What follows belongs to an exercise in optimizing a design on an open flow for small area and a short achievable clock period; a production flow would make more cautious choices.
Where RTL was checked, it was by simulation tests only, not by an equivalence proof against the original.
Power and IR drop assume default switching activity.

## v23
// KF6845
module KF6845 (
    input   logic           clock,
    input   logic           video_clock_enable,
    input   logic           reset,
    input   logic           CS_N,
    input   logic           RS,
    input   logic           ENABLE,
    input   logic           R_OR_W,
    input   logic   [7:0]   D_IN,
    output  logic   [7:0]   D_OUT,
    input   logic           LPSTB,
    output  logic           CURSOR,
    output  logic           HSYNC,
    output  logic           VSYNC,
    output  logic   [4:0]   RA,
    output  logic   [13:0]  MA,
    output  logic           DE
);
clock: 4.0 ns
lec_check: 0
abc_area: 1
cap_margin: 20
core_margin: 2
core_utilization: 60
place_density: 0.75
setup_slack_margin: 2.05
slew_margin: 20
standard.sh (not shown) runs the stock make flow with config.mk's settings and CLKGATE_MAP_FILE= SYNTH_SCRIPT=/design/flow/synth_recipe.tcl, a recipe that flattens the netlist after the stock synthesis.
==> flow/flow/run.sh <==
#!/bin/bash
set -euo pipefail
export BUFFER_PORTS_ARGS="-buffer_cell sky130_fd_sc_hd__buf_2"
export CTS_ARGS="-sink_clustering_enable -repair_clock_nets -sink_clustering_size 16 -sink_clustering_max_diameter 60 -buf_list sky130_fd_sc_hd__clkbuf_8 -dont_use_dummy_load"
bash standard.sh finish > flow_make.log 2>&1
Per the final summary, v23 finished and its layout is clean on timing, DRC and antenna.
For v3, these inputs were changed with respect to v23:
# v23
export LEC_CHECK = 0
export ABC_AREA = 1
export CAP_MARGIN = 20
export CORE_MARGIN = 2
export CORE_UTILIZATION = 60
export PLACE_DENSITY = 0.75
export SETUP_SLACK_MARGIN = 2.05
export SLEW_MARGIN = 20
create_clock -name core_clock -period 4.0 [get_ports {clock}]
# v3
export LEC_CHECK = 0
export ABC_AREA = 1
export CAP_MARGIN = 5
export CORE_MARGIN = 2
export CORE_UTILIZATION = 60
export PLACE_DENSITY = 0.75
export SETUP_SLACK_MARGIN = 2.05
export SLEW_MARGIN = 5
create_clock -name core_clock -period 4.0 [get_ports {clock}]
Reported for v23 and v3, transition time at the pin with the least slew margin turned out identical to the last digit. First-iteration DRC count: v23 vs v3 identical. Taking v23 as the reference, in v3 total power barely changed, number of buffers added on ports flat, final instance count without filler cells did not really move. v23 -> v3: height of the chip delta 0, exact match. | synthesized cell count | v23 vs v3 | ≈ equal |. Reported for v23 and v3, number of optimization iterations in the first detailed-route pass turned out identical to the last digit. On sequential share of layout area, v23 tracks v3 almost exactly. Reported for v23 and v3, number of clock sinks turned out identical to the last digit. v3 -> v23: critical path depth delta 0, exact match.
#### Input delta (v51 over v3)
# v3
export LEC_CHECK = 0
export ABC_AREA = 1
export CAP_MARGIN = 5
export CORE_MARGIN = 2
export CORE_UTILIZATION = 60
export PLACE_DENSITY = 0.75
export SETUP_SLACK_MARGIN = 2.05
export SLEW_MARGIN = 5
create_clock -name core_clock -period 4.0 [get_ports {clock}]
# v51
export LEC_CHECK = 0
export ABC_AREA = 1
export CAP_MARGIN = 20
export CORE_MARGIN = 2
export CORE_UTILIZATION = 65
export PLACE_DENSITY = 0.75
export SETUP_SLACK_MARGIN = 2.05
export SLEW_MARGIN = 20
create_clock -name core_clock -period 4.0 [get_ports {clock}]
==> comparison <==
On final critical path time including I/O delays and setup, the higher figure sits with v51, not v3.
v51 and v3 all finish clean.
Compared with v3, v51 is the less power-hungry design.
Global placer's final weighted congestion across v51 and v3: no real change.
Relative to v3, the number of buffers inserted by post-CTS setup repair of v51 is higher by 3.
The core utilization of the finished layout in v51 sits 5.4 points above the value recorded for v3.
### v51 -> v38
# v51
export LEC_CHECK = 0
export ABC_AREA = 1
export CAP_MARGIN = 20
export CORE_MARGIN = 2
export CORE_UTILIZATION = 65
export PLACE_DENSITY = 0.75
export SETUP_SLACK_MARGIN = 2.05
export SLEW_MARGIN = 20
create_clock -name core_clock -period 4.0 [get_ports {clock}]
# v38
export LEC_CHECK = 0
export ABC_AREA = 1
export CAP_MARGIN = 20
export CORE_MARGIN = 2
export CORE_UTILIZATION = 60
export SETUP_SLACK_MARGIN = 2.0
export SLEW_MARGIN = 20
create_clock -name core_clock -period 4.0 [get_ports {clock}]
Result: PASS for each of v38 and v51
v38 vs v51 — synthesis-to-finish area growth dropped 1.4 points.
Relative to v51, the number of global-route vias before repair measured on v38 has decreased by a few percent.
Between v38 and v51, the count of non-CTS buffers in the layout is lower for v38.
When v38 is set beside v51, its final core area utilization turns out to be 6.4 points smaller.
On final cell count without fillers, v38 and v51 are neck and neck.
From v38 to v51, proportion of synthesized area in mux cells did not move at all.
Lower die area among v38 and v51: v51
Sum of routed wire length over all layers (v38 vs. v51) decreases slightly
Summary: with v51 as the reference, cell leakage power in v38 moved down slightly.

---

Another version of the RTL of KF6845 (not shown whole).
Size in the first run: ~1100 cells after synthesis, ~250 flip-flops, ~47 I/O pins, about 12000 um^2 of cells after synthesis.
clock: 4.0 ns
lec_check: 0
cap_margin: 20
core_margin: 2
core_utilization: 60
setup_slack_margin: 2.2
slew_margin: 20
run.sh (not shown) runs the stock make flow with config.mk's settings and CLKGATE_MAP_FILE= SYNTH_SCRIPT=/design/flow/synth_recipe.tcl, a recipe that flattens the netlist after the stock synthesis.
Stock flow here: none of the scripts above is used.
The starting point produced a clean layout.
Then changed:
--- a/flow/config.mk
+++ b/flow/config.mk
@@ -11 +10,0 @@
-export SETUP_SLACK_MARGIN = 2.2
What happened:
- final cell count falls by 4.8%
- total power falls by 10%
- final area falls by 9.6%
- fmax falls by 15%
- setup slack loses 0.44 ns
- clock-buffer cell count falls by 5
- via count falls by 7.8%
- global-route usage falls by 3.4 points
- non-clock buffer count falls by 63
- register-to-register slack loses 0.53 ns
- die area does not change
Function was not checked in any run of this note: the RTL went through the layout flow alone.

---

## build 15
KF6845, a different RTL version from the one above (not shown whole).
For scale: ~13000 um^2 of cells after synthesis.
==> flow/config.mk <==
export PLATFORM = sky130hd
export DESIGN_NAME = KF6845
export DESIGN_NICKNAME = KF6845
export VERILOG_FILES = /design/flow/design.v
export SDC_FILE = /design/flow/constraint.sdc
export NUM_CORES = 4
export LEC_CHECK = 0
export ABC_AREA = 1
export CAP_MARGIN = 20
export CORE_MARGIN = 2
export CORE_UTILIZATION = 60
export SETUP_SLACK_MARGIN = 2.1
export SLEW_MARGIN = 20
==> flow/constraint.sdc <==
create_clock -name core_clock -period 4.0 [get_ports {clock}]
set_input_delay 0.8000 -clock core_clock [delete_from_list [all_inputs] [get_ports {clock}]]
set_output_delay 0.8000 -clock core_clock [all_outputs]
set_load 0.01 [all_outputs]
standard.sh (not shown) runs the stock make flow with config.mk's settings and CLKGATE_MAP_FILE= SYNTH_SCRIPT=/design/flow/synth_recipe.tcl, a recipe that flattens the netlist after the stock synthesis.
==> flow/flow/run.sh <==
#!/bin/bash
set -euo pipefail
export BUFFER_PORTS_ARGS="-buffer_cell sky130_fd_sc_hd__buf_4"
export CTS_ARGS="-sink_clustering_enable -repair_clock_nets -sink_clustering_size 16 -sink_clustering_max_diameter 60 -buf_list sky130_fd_sc_hd__clkbuf_8 -dont_use_dummy_load"
bash standard.sh finish > flow_make.log 2>&1
Relative to build 15, the following input files were edited for build 77:
- swapping 2.1 for 2.0 in SETUP_SLACK_MARGIN
==> comparison <==
Comparing build 15 and build 77, the lower total power was measured on build 77. Going from build 15 to build 77, the share of power burned in the clock network was found to have gone up by 0.2 points. Diff build 15 and build 77: static power due to leakage lower in build 77. From build 15 to build 77 the numbers moved as follows: initial antenna violation count went up 1; largest stage delay on the critical path went up 0.10 ns; number of H-tree levels held; final critical path time including I/O delays and setup went down 0.019 ns; wire length went down about 4.3%. Build 15 leaves less setup margin than build 77.
Modified inputs, build 90 compared to build 77
- an added CTS_CLUSTER_DIAMETER of 60
- an added CTS_BUF_LIST of sky130_fd_sc_hd__clkbuf_8
- an added CTS_CLUSTER_SIZE of 16
==> flow/run.sh (new file) <==
#!/bin/bash
# synth_recipe.tcl (not shown) runs the flow's synth.tcl, then flattens the netlist and writes it again
# the make line also repeats each setting of config.mk as NAME=value (left out here)
make -C /OpenROAD-flow-scripts/flow DESIGN_CONFIG=/design/flow/config.mk WORK_HOME=/design/flow/orfs CLKGATE_MAP_FILE= SYNTH_SCRIPT=/design/flow/synth_recipe.tcl finish
removed: flow/flow/run.sh
removed: flow/standard.sh
Findings:
Design area delta for build 90 relative to build 77: 230 um^2 higher
On register-to-register slack, build 77 and build 90 are neck and neck.
On total area of sequential cells, build 77 and build 90 are neck and neck.
Build 90 vs build 77, share of power burned in the clock network went up by 3.8 points.
Between build 90 and build 77, the first-pass GRT wire length figures differ only marginally.
Build 90 vs. build 77: sum of routed wire segments on met1 has decreased; xor and xnor area share after synthesis barely changed; post-route minimum period increased 0.041 ns.
Worst hold slack on build 90 is up relative to build 77.
| switching component of the power | lower: build 77 |
Compared with build 77, build 90 shows a area added between synthesis and finish that is 1.8 points higher.
diff inputs: build 90 => build 53
- CTS_CLUSTER_DIAMETER removed (was 60)
- CTS_CLUSTER_SIZE removed (was 16)
- PLACE_DENSITY newly set to 0.75
- SETUP_SLACK_MARGIN changed from 2.0 to 2.05
- CTS_BUF_LIST removed (was sky130_fd_sc_hd__clkbuf_8)
==> flow/flow/run.sh (new file) <==
#!/bin/bash
set -euo pipefail
export BUFFER_PORTS_ARGS="-buffer_cell sky130_fd_sc_hd__buf_4"
export CTS_ARGS="-sink_clustering_enable -repair_clock_nets -sink_clustering_size 16 -sink_clustering_max_diameter 60 -buf_list sky130_fd_sc_hd__clkbuf_8 -dont_use_dummy_load"
bash standard.sh finish > flow_make.log 2>&1
==> flow/standard.sh (new file) <==
#!/bin/bash
# synth_recipe.tcl (not shown) runs the flow's synth.tcl, then flattens the netlist and writes it again
# the make line also repeats each setting of config.mk as NAME=value (left out here)
make -C /OpenROAD-flow-scripts/flow DESIGN_CONFIG=/design/flow/config.mk WORK_HOME=/design/flow/orfs CLKGATE_MAP_FILE= SYNTH_SCRIPT=/design/flow/synth_recipe.tcl "${@:-finish}"
removed: flow/run.sh
### Flow results
Xor-xnor portion of the synthesized cell area came out exactly the same in build 53 and build 90.
On final weighted congestion of routability-driven global placement, the higher figure sits with build 53, not build 90.
Combined global-route utilization of all metal layers ends up higher on build 90.
Re number of buffers other than clock buffers in the final layout: build 53 is 3 up on build 90.
Build 53 vs build 90 on fill cell instance count of the final layout: build 53 is the lower one.
Build 53 does better than build 90 on wire length of the first global-routing pass.
Going from build 90 to build 53, max-cap check violation count comparable, design area barely changed, routed wire length saw a decrease.
In the reports for build 53 and build 90, the smaller worst hold slack belongs to build 53.
The share of the clock period used by the worst path on build 90 is in line with that on build 53.

---

RTL: one of the versions met above, not the one the previous note started from.
Size in the first run: about 1500 cells after synthesis, ~260 flip-flops, about 47 I/O pins, about 13000 sq um of cells after synthesis.
==> flow/config.mk <==
export PLATFORM = sky130hd
export DESIGN_NAME = KF6845
export DESIGN_NICKNAME = KF6845
export VERILOG_FILES = /design/flow/design.v
export SDC_FILE = /design/flow/constraint.sdc
export NUM_CORES = 4
export LEC_CHECK = 0
export ABC_AREA = 1
export CAP_MARGIN = 20
export CORE_MARGIN = 2
export CORE_UTILIZATION = 60
export PLACE_DENSITY = 0.75
export SETUP_SLACK_MARGIN = 2.1
export SLEW_MARGIN = 20
==> flow/constraint.sdc <==
create_clock -name core_clock -period 4.0 [get_ports {clock}]
set_input_delay 0.8000 -clock core_clock [delete_from_list [all_inputs] [get_ports {clock}]]
set_output_delay 0.8000 -clock core_clock [all_outputs]
set_load 0.01 [all_outputs]
==> flow/flow/run.sh <==
#!/bin/bash
set -euo pipefail
export BUFFER_PORTS_ARGS="-buffer_cell sky130_fd_sc_hd__buf_2"
export CTS_ARGS="-sink_clustering_enable -repair_clock_nets -sink_clustering_size 16 -sink_clustering_max_diameter 60 -buf_list sky130_fd_sc_hd__clkbuf_8 -dont_use_dummy_load"
bash standard.sh finish > flow_make.log 2>&1
Edit:
- CAP_MARGIN: 20 -> 10
- SETUP_SLACK_MARGIN: 2.1 -> 2.05
- SLEW_MARGIN: 20 -> 10
Sequential power is about the same.
Core utilization came out lower by 1.9 points.
Critical path depth is lower by 6.
Total power falls by 0.71%.
Register-to-register slack is better by 50 ps.
Fmax is higher by 2.6%.
Combinational power hardly moves.

---

Another version of the RTL of KF6845 (not shown whole).
Size in the first run: ~1300 cells after synthesis, about 260 flip-flops, ~47 I/O pins, about 13000 um^2 of cells after synthesis.
Settings: LEC_CHECK=0, CAP_MARGIN=20, CORE_MARGIN=2, CORE_UTILIZATION=60, SETUP_SLACK_MARGIN=1.7, SLEW_MARGIN=20; clock period 4.0 ns.
run.sh (not shown) runs the stock make flow with config.mk's settings and CLKGATE_MAP_FILE= SYNTH_SCRIPT=/design/flow/synth_recipe.tcl, a recipe that flattens the netlist after the stock synthesis.
Stock flow here: none of the scripts above is used.
Then changed:
--- a/flow/config.mk
+++ b/flow/config.mk
@@ -6,7 +6,8 @@
 export NUM_CORES = 4
 export LEC_CHECK = 0
+export ABC_AREA = 1
 export CAP_MARGIN = 20
 export CORE_MARGIN = 2
 export CORE_UTILIZATION = 60
-export SETUP_SLACK_MARGIN = 1.7
+export SETUP_SLACK_MARGIN = 2.0
 export SLEW_MARGIN = 20
- The new run finished clean
- first-iteration DRC count grows by 7.4%
- sequential cell count stays the same
- final area shrinks by 1.4%
- core utilization grows by 0.95 points
- sequential share of layout area grows by 0.70 points
- die area shrinks by 2.2%
- cell count grows by 15%
Then changed:
--- a/flow/config.mk
+++ b/flow/config.mk
@@ -10,4 +10,5 @@
 export CORE_MARGIN = 2
 export CORE_UTILIZATION = 60
+export CTS_BUF_LIST = sky130_fd_sc_hd__clkbuf_8
 export SETUP_SLACK_MARGIN = 2.0
 export SLEW_MARGIN = 20
Outcome:
- The new run went through all stages and came out clean
- routed wire length is lower slightly
- count of clock-buffer cells in the layout rises by 16
- via count stays flat
Then changed:
--- a/flow/config.mk
+++ b/flow/config.mk
@@ -6,9 +6,8 @@
 export NUM_CORES = 4
 export LEC_CHECK = 0
-export ABC_AREA = 1
 export CAP_MARGIN = 20
 export CORE_MARGIN = 2
 export CORE_UTILIZATION = 60
-export CTS_BUF_LIST = sky130_fd_sc_hd__clkbuf_8
-export SETUP_SLACK_MARGIN = 2.0
+export SETUP_SLACK_MARGIN = 2.2
 export SLEW_MARGIN = 20
+export TNS_END_PERCENT = 5
Wire length grows slightly.
Final area grows by a few percent.
Power shrinks slightly.
Global-route usage shrinks by 0.61 points.
Worst hold slack got worse by 0.012 ns.

---

## P
KF6845, a different RTL version from the one above (not shown whole).
Size in the first run: about 260 flip-flops, about 47 I/O pins, roughly 13000 µm² of cells after synthesis.
## KF6845
module KF6845 (
    input   logic           clock,
    input   logic           video_clock_enable,
    input   logic           reset,
    input   logic           CS_N,
    input   logic           RS,
    input   logic           ENABLE,
    input   logic           R_OR_W,
    input   logic   [7:0]   D_IN,
    output  logic   [7:0]   D_OUT,
    input   logic           LPSTB,
    output  logic           CURSOR,
    output  logic           HSYNC,
    output  logic           VSYNC,
    output  logic   [4:0]   RA,
    output  logic   [13:0]  MA,
    output  logic           DE
);
==> flow/config.mk <==
export PLATFORM = sky130hd
export DESIGN_NAME = KF6845
export DESIGN_NICKNAME = KF6845
export VERILOG_FILES = /design/flow/design.v
export SDC_FILE = /design/flow/constraint.sdc
export NUM_CORES = 4
export LEC_CHECK = 0
export ABC_AREA = 1
export CAP_MARGIN = 20
export CORE_MARGIN = 2
export CORE_UTILIZATION = 60
export SETUP_SLACK_MARGIN = 2.05
export SLEW_MARGIN = 20
export TNS_END_PERCENT = 0
==> flow/constraint.sdc <==
create_clock -name core_clock -period 4.0 [get_ports {clock}]
set_input_delay 0.8000 -clock core_clock [delete_from_list [all_inputs] [get_ports {clock}]]
set_output_delay 0.8000 -clock core_clock [all_outputs]
set_load 0.01 [all_outputs]
standard.sh (not shown) runs the stock make flow with config.mk's settings and CLKGATE_MAP_FILE= SYNTH_SCRIPT=/design/flow/synth_recipe.tcl, a recipe that flattens the netlist after the stock synthesis.
Scripts as last shown in full above: flow/flow/run.sh
Both conditions hold for P: the flow ran to the end and the final layout passed the timing, DRC and antenna checks.
### P -> Q
Settings: TNS_END_PERCENT: 0 -> unset; CORE_UTILIZATION: 60 -> 50; SETUP_SLACK_MARGIN: 2.05 -> 2.0.
### Flow results
Looking at P and Q, the sum of routed wire length over all layers is a wash. Cell depth of the worst setup path: Q vs P down 1. Taking P as the reference, in Q weighted congestion at the end of routability-driven global placement down 0.021; final period demand of the worst path picked up an extra 11 ps. From P to Q the numbers moved as follows: via count now sits lower; via count normalized by instance count went down by 4.8%; cell area after layout went up about 1.1%. When Q is set beside P, its amount of wire on met3 after detailed routing turns out to be 13% smaller. Power (Q vs. P) increases slightly.

[static timing again, ports no longer ideal]
In the flow no input, the clock included, has a driving cell. The finished layouts below were timed again as built, in two steps.
Step 1: set_driving_cell puts a clkbuf_16 on clock and a buf_2 on each other input, an assumption about the parent block.
Step 2 adds t to the input delays and takes it off the output delays; t is the mean of the earliest and latest rising clock arrival at the registers after step 1. Input paths then give back, and output paths get back, about the clock's delay inside the block.
a / b / c = no drivers / after step 1 / after step 2; a / b = the first two.
run | t (ns) | setup WS [ns] | hold WS [ns]
v23 | 0.570 | 2.096 / 2.056 / 1.598 | 0.350 / 0.333 / 0.426
v3 | 0.570 | 2.096 / 2.056 / 1.598 | 0.350 / 0.333 / 0.426
v51 | 0.574 | 2.065 / 2.066 / 1.514 | 0.349 / 0.328 / 0.418
v38 | 0.592 | 2.040 / 2.040 / 1.504 | 0.327 / 0.307 / 0.457
the first run of note 2 | 0.575 | 1.538 / 1.493 / 1.022 | 0.433 / 0.433 / 0.433
the second run of note 2 | 0.580 | 1.095 / 1.095 / 0.767 | 0.424 / 0.424 / 0.424
build 15 | 0.586 | 2.004 / 1.966 / 1.650 | 0.338 / 0.316 / 0.457
build 77 | 0.585 | 2.023 / 1.977 / 1.517 | 0.341 / 0.324 / 0.466
build 90 | 0.594 | 1.981 / 1.970 / 1.407 | 0.478 / 0.478 / 0.478
build 53 | 0.590 | 1.984 / 1.937 / 1.624 | 0.351 / 0.328 / 0.458
the first run of note 4 | 0.595 | 2.046 / 2.036 / 1.556 | 0.340 / 0.316 / 0.453
the second run of note 4 | 0.570 | 2.096 / 2.056 / 1.598 | 0.350 / 0.333 / 0.426
the first run of note 5 | 0.595 | 1.657 / 1.657 / 1.246 | 0.444 / 0.444 / 0.444
the second run of note 5 | 0.588 | 2.017 / 1.979 / 1.520 | 0.437 / 0.437 / 0.437
the third run of note 5 | 0.589 | 1.973 / 1.985 / 1.406 | 0.456 / 0.456 / 0.456
the fourth run of note 5 | 0.597 | 1.856 / 1.856 / 1.387 | 0.444 / 0.444 / 0.444
P | 0.598 | 2.060 / 2.017 / 1.521 | 0.245 / 0.219 / 0.462
Q | 0.592 | 2.050 / 2.043 / 1.562 | 0.205 / 0.182 / 0.417
After both steps setup and hold are still met in every run listed. The setup slack of build 90, which loses most, moves by -0.011 ns with the drivers and by -0.574 ns with both steps.
